Context: an optimization exercise on an open-source flow, tuned for small area, a short achievable clock period and few clock cycles. The choices shown serve that exercise and are no tape-out recipe.
Only simulation tests tie the RTL to the original design; equivalence was not proved.
Power is estimated from default activity; no workload was simulated.

==> branch garnet <==
Design SimpleCPU, start of the top module:
module SimpleCPU(clk, rst, data_fromRAM, wrEn, addr_toRAM, data_toRAM);
==> flow/config.mk <==
export PLATFORM = sky130hd
export DESIGN_NAME = SimpleCPU
export DESIGN_NICKNAME = SimpleCPU
export VERILOG_FILES = /design/flow/design.v
export SDC_FILE = /design/flow/constraint.sdc
export NUM_CORES = 4
export LEC_CHECK = 0
export CAP_MARGIN = 20
export CORE_MARGIN = 2
export CORE_UTILIZATION = 40
export SLEW_MARGIN = 20
==> flow/constraint.sdc <==
create_clock -name core_clock -period 9.0 [get_ports {clk}]
set_input_delay 1.8000 -clock core_clock [delete_from_list [all_inputs] [get_ports {clk}]]
set_output_delay 1.8000 -clock core_clock [all_outputs]
set_load 0.01 [all_outputs]
run.sh (not shown) runs the stock make flow with config.mk's settings and CLKGATE_MAP_FILE= SYNTH_SCRIPT=/design/flow/synth_recipe.tcl, a recipe that flattens the netlist after the stock synthesis.
==> branch umber (differences from branch garnet) <==
==> flow/design.v (replaced) <==
`timescale 1ns / 1ps
module SimpleCPU(clk, rst, data_fromRAM, wrEn, addr_toRAM, data_toRAM);
input clk, rst;
input wire [31:0] data_fromRAM;
output wire wrEn;
output wire [9:0] addr_toRAM;
output wire [31:0] data_toRAM;
localparam OP_ADD = 3'd0, OP_NAND = 3'd1, OP_SRL = 3'd2, OP_LT = 3'd3,
           OP_CP = 3'd4, OP_CPI = 3'd5, OP_BZJ = 3'd6, OP_MUL = 3'd7;
localparam S_F   = 4'd0,   
           S_D   = 4'd1,   
           S_DR  = 4'd2,   
           S_SB  = 4'd3,   
           S_SA  = 4'd4,   
           S_SI  = 4'd5,   
           S_SBZ = 4'd6,   
           S_ST  = 4'd7,   
           S_SH  = 4'd8,   
           S_MU  = 4'd9,   
           S_W   = 4'd10;  
reg [3:0] state;
reg [9:0] pc;
reg [2:0] op;
reg im;
reg [9:0] fa;
reg [31:0] r1;
reg [32:0] r2;    
reg z;
reg fw;           
reg fwa;          
reg sw;           
reg mlq;          
wire [31:0] din = data_fromRAM;
wire [9:0] pc1 = pc + 10'd1;
wire [9:0] fb = r2[9:0];
assign data_toRAM = r1;
wire st_f   = (state == S_F);
wire st_d   = (state == S_D);
wire st_dr  = (state == S_DR);
wire st_sb  = (state == S_SB);
wire st_sa  = (state == S_SA);
wire st_si  = (state == S_SI);
wire st_sbz = (state == S_SBZ);
wire st_st  = (state == S_ST);
wire st_sh  = (state == S_SH);
wire st_mu  = (state == S_MU);
wire st_w   = (state == S_W);
wire o_add  = (op == OP_ADD);
wire o_nand = (op == OP_NAND);
wire o_srl  = (op == OP_SRL);
wire o_lt   = (op == OP_LT);
wire o_cp   = (op == OP_CP);
wire o_cpi  = (op == OP_CPI);
wire o_bzj  = (op == OP_BZJ);
wire o_mul  = (op == OP_MUL);
wire dec_bus = st_d | (st_sbz & ~z);
wire dec     = dec_bus | st_dr;
wire fwd     = st_dr & fw & ~im & ~o_cpi;
wire fwda    = st_dr & fwa & ~fw & ~im & (o_add | o_nand | o_lt);
wire dec_rd  = dec & ~fwd & ~fwda;
wire [2:0] c_op = dec_bus ? din[31:29] : op;
wire       c_im = dec_bus ? din[28]    : im;
wire [9:0] c_fa = dec_bus ? din[23:14] : fa;
wire [9:0] c_fb = dec_bus ? din[9:0]   : fb;
wire c_cpimm = st_dr & im & o_cp;
wire sa_big  = |r1[31:6];
wire sa_sh0  = sa_big | (r1[4:0] == 5'd0);
wire sh_left = r2[6];
wire sh_c8   = r2[5] | r2[4];
wire sh_last = sh_c8 ? ((r2[5:4] == 2'b01) & (r2[3:1] == 3'd0)) : (r2[3:1] == 3'd1);
wire mu_skip = (r2[32:25] == 8'd0);
wire mu_last = mlq;
function mu_last_of(input [32:0] x);
    mu_last_of = (x[32:25] == 8'd0) ? (x[23:0] == 24'd0) : (x[30:0] == 31'd0);
endfunction
wire b_zero  = (r1[9:0] == 10'd0);
wire sh_run  = st_sh;
wire mu_run  = st_mu;
wire sa_alu  = st_sa & (o_add | o_nand | o_lt | o_cp);
wire sb_load = st_sb & ~(o_cpi & ~im) & ~o_bzj;
wire a_shl = st_mu;
wire a_inv = st_sa & o_lt;
wire a_r1  = st_sa & (o_add | o_bzj);
wire [31:0] add_a = ({32{a_shl}} & {r1[30:0], 1'b0}) |
                    ({32{a_inv}} & ~r1) |
                    ({32{a_r1}}  & r1);
wire [31:0] add_b = din;
wire a_cin = a_inv & ~sw;
wire [33:0] sum_x = {1'b0, add_a, 1'b1} + {1'b0, add_b, a_cin};
wire [32:0] sum = sum_x[33:1];
wire lt = sw ? sum[32] : ~sum[32];
wire w_fwd   = ~din[28] & (((din[9:0] == fa) & (din[31:29] != OP_CPI)) |
                           ((din[23:14] == fa) & ((din[31:29] == OP_ADD) |
                            (din[31:29] == OP_NAND) | (din[31:29] == OP_LT))));
wire r1_imm  = dec_bus | (st_w & ~w_fwd);
wire r1_sum  = sb_load | st_si | (st_sa & (o_add | (o_srl & ~sa_big))) | (mu_run & ~mu_skip & r2[32]);
wire r1_shl1 = (mu_run & ~mu_skip & ~r2[32]) | (sh_run & ~sh_c8 & sh_left);
wire r1_nand = st_sa & o_nand;
wire r1_lt   = st_sa & o_lt;
wire r1_shl8 = (mu_run & mu_skip) | (sh_run & sh_c8 & sh_left);
wire r1_shr8 = sh_run & sh_c8 & ~sh_left;
wire r1_shr1 = sh_run & ~sh_c8 & ~sh_left;
wire r1_clr  = (st_sa & (o_mul | (o_srl & sa_big)));
wire r1_en   = r1_imm | r1_sum | r1_shl1 | r1_nand | r1_lt | r1_shl8 | r1_shr8 | r1_shr1 | r1_clr;
wire [31:0] r1_d = ({32{~r1_en}}  & r1) |
                   ({32{r1_imm}}  & {22'd0, din[9:0]}) |
                   ({32{r1_sum}}  & sum[31:0]) |
                   ({32{r1_nand}} & ~(din & r1)) |
                   ({32{r1_lt}}   & {31'd0, lt}) |
                   ({32{r1_shl1}} & {r1[30:0], 1'b0}) |
                   ({32{r1_shl8}} & {r1[23:0], 8'd0}) |
                   ({32{r1_shr8}} & {8'd0, r1[31:8]}) |
                   ({32{r1_shr1}} & {1'b0, r1[31:1]});
wire r2_ld   = st_sa & ((o_srl & ~sa_sh0) | (o_mul & ~im));
wire r2_ldi  = st_sa & o_mul & im;
wire r2_sh1  = mu_run & ~mu_skip;
wire r2_sh8  = mu_run & mu_skip;
wire r2_fb   = dec_bus | st_w;
wire [32:0] r2_d = ({33{r2_ld}}  & {r1, 1'b1}) |
                   ({33{r2_ldi}} & {r1[9:0], 1'b1, 22'd0}) |
                   ({33{r2_sh1}} & {r2[31:0], 1'b0}) |
                   ({33{r2_sh8}} & {r2[24:0], 8'd0}) |
                   ({33{r2_fb}}  & {23'd0, din[9:0]});
wire r2_en = r2_ld | r2_ldi | r2_sh1 | r2_sh8 | r2_fb;
wire [4:0] sh_cnt_d = sh_c8 ? {r2[5:4] - 2'd1, r2[3:1]} : {r2[5:4], r2[3:1] - 3'd1};
wire pc_inc = (dec_rd & c_cpimm) | (fwd & (o_cp | o_bzj)) | (st_sb & (o_bzj | o_cp | o_cpi) & ~(o_cpi & ~im)) |
              st_si | sa_alu | (st_sa & o_srl & sa_sh0) | (st_sh & sh_last) | (st_mu & mu_last);
wire pc_din = st_st | (st_sa & o_bzj & b_zero);
wire pc_sum = st_sa & o_bzj & ~b_zero;
wire ad_pc  = st_f;
wire ad_dlo = (dec_bus & ~din[28]) | (st_sb & o_cpi & ~im) | pc_din;
wire ad_dhi = dec_bus & din[28];
wire ad_fb  = (st_dr & ~im & ~fwd) | (st_sa & o_cpi);
wire ad_fa  = (st_dr & im & ~o_cp) | (fwd & ~o_cp & ~o_bzj) | (st_sb & ~o_cpi & ~o_bzj & ~o_cp) | (st_sbz & z) |
              (st_sa & o_mul) | (st_mu & ~mu_last) | st_w;
wire ad_pc1 = ~(ad_pc | ad_dlo | ad_dhi | ad_fb | ad_fa);
assign addr_toRAM = ({10{ad_pc}}  & pc) |
                    ({10{ad_pc1}} & pc1) |
                    ({10{ad_dlo}} & din[9:0]) |
                    ({10{ad_dhi}} & din[23:14]) |
                    ({10{ad_fb}}  & fb) |
                    ({10{ad_fa}}  & fa);
assign wrEn = st_w;
reg [3:0] state_n;
always @(*) begin
    state_n = state;
    if (fwd)
        state_n = o_cp ? S_W : o_bzj ? S_SBZ : S_SA;
    else if (fwda)
        state_n = S_SA;
    else if (dec)
        state_n = ~c_im ? S_SB : c_cpimm ? S_W : S_SA;
    else case (state)
        S_F:   state_n = S_D;
        S_SB:  state_n = (o_cpi & ~im) ? S_SI : o_bzj ? S_SBZ :
                         (o_cp | o_cpi) ? S_W : S_SA;
        S_SI:  state_n = S_W;
        S_SBZ: state_n = S_ST;
        S_ST:  state_n = S_D;
        S_SA:  state_n = o_srl ? (sa_sh0 ? S_W : S_SH) : o_mul ? S_MU : o_cpi ? S_SB :
                         o_bzj ? (b_zero ? S_D : S_F) : S_W;
        S_SH:  if (sh_last) state_n = S_W;
        S_MU:  if (mu_last) state_n = S_W;
        S_W:   state_n = (fa == pc) ? S_F : S_DR;
        default: state_n = S_F;
    endcase
    if (rst) state_n = S_F;
end
always @(posedge clk) begin
    state <= state_n;
    if (rst)         pc <= 10'd0;
    else if (pc_inc) pc <= pc1;
    else if (pc_din) pc <= din[9:0];
    else if (pc_sum) pc <= sum[9:0];
    if (dec | st_w) begin
        op <= st_w ? din[31:29] : c_op;
        im <= st_w ? din[28]    : c_im;
        fa <= st_w ? din[23:14] : c_fa;
    end else if (st_sa & o_cpi)
        fa <= din[9:0];
    r1 <= r1_d;
    mlq <= mu_last_of(r2_en ? r2_d : r2);
    if (r2_en) r2 <= r2_d;
    else if (sh_run) r2[5:1] <= sh_cnt_d;
    if (st_sb) z <= (din == 32'd0);
    else if (fwd) z <= (r1 == 32'd0);
    if (st_w) fw <= (din[9:0] == fa);
    if (st_w) fwa <= (din[23:14] == fa);
    if (dec) sw <= fwda;
end
endmodule
==> flow/flow/run.sh (new file) <==
#!/bin/bash
# The standard layout (standard.sh: standard synthesis, floorplan, place,
# CTS, route, finish), with one change: buffer_ports uses plain
# sky130_fd_sc_hd__buf_1 cells for the port buffers instead of the resizer's
# default choice (clkdlybuf4s50_1, 2.7x the area). Every port still gets a
# buffer. make's full output goes to flow.log; ORFS keeps each step's own log
# under orfs/logs/.
set -euo pipefail
bash standard.sh "BUFFER_PORTS_ARGS=-buffer_cell sky130_fd_sc_hd__buf_1" finish > flow.log 2>&1
==> flow/standard.sh (new file) <==
#!/bin/bash
# synth_recipe.tcl (not shown) runs the flow's synth.tcl, then flattens the netlist and writes it again
# the make line also repeats each setting of config.mk as NAME=value (left out here)
make -C /OpenROAD-flow-scripts/flow DESIGN_CONFIG=/design/flow/config.mk WORK_HOME=/design/flow/orfs CLKGATE_MAP_FILE= SYNTH_SCRIPT=/design/flow/synth_recipe.tcl "${@:-finish}"
Settings changed: CORE_UTILIZATION 40 to 60, SETUP_SLACK_MARGIN set to 4.25.
removed: flow/run.sh
==> comparison table <==
item                                                                      branch umber   branch garnet
Outcome                                                                 finished clean  finished clean
Top Usage Layer GRT                                                               met1            met2
Seq. pwr                                                                       1130 uW         1280 uW
Post-synth net total                                                              1190            1161
Post-synthesis share of cell area spent on and, or, nand and nor gates           16.9%           18.5%
Power dissipated in the clock network                                           389 uW          380 uW
Number of flip-flops and latches                                                    98              94
Number of clock buffer instances in the layout                                      10               9
Clock buffer and inverter area fraction after layout                             2.83%           2.75%
Power dissipated in combinational cells                                        1620 uW         1770 uW
Final HPWL from detailed placement                                       24400 microns   24500 microns
Number of non-filler instances in the completed layout                            1314            1384
Internal reg-to-reg setup slack                                                4.43 ns         3.43 ns
Total detailed-routing wirelength                                        35600 microns   35000 microns
Actual slew at the worst max-slew pin                                         0.990 ns         1.02 ns
Clk pwr share                                                                    12.4%           11.1%
Post-CTS Resized                                                                    18               0
Minimum setup slack after placement                                            3.61 ns         2.75 ns
Highest fanout seen on the critical path                                            32              11
Depth of the most critical reg-to-reg path                                          15              17
Fin crit share                                                                   52.1%           70.2%
Testbench counts of branch garnet, summed over its fixed seeds: cycles 35,578.
Testbench counts of branch umber, summed over its fixed seeds: cycles 31,797.

[what the ideal ports hide]
How much do the figures lean on ideal ports? The routed layouts below were timed once more, with nothing changed but the port constraints.
Step 1 (the two cells are an assumption about what drives the block):
set clk [get_ports {clk}]
set_driving_cell -lib_cell sky130_fd_sc_hd__clkbuf_16 $clk
set_driving_cell -lib_cell sky130_fd_sc_hd__buf_2 [delete_from_list [all_inputs] $clk]
Step 2 times the ports against the registers' clock, not the clock port: input delays grow and output delays shrink by t, the midpoint of the rising clock arrivals with the driver on.
Slacks: no drivers / after step 1 / after step 2; pairs: no drivers / after step 1.
run | t, ns | slack for setup (ns) | worst slew at a driven data input, ns
branch garnet | 0.400 | 2.681 / 2.634 / 2.688 | 0.04
branch umber | 0.410 | 4.310 / 4.325 / 3.921 | 0.04
After both steps every run listed still meets setup and hold. For branch umber, which loses most, drivers alone change the setup slack by +0.015 ns; drivers and shift together by -0.389 ns.
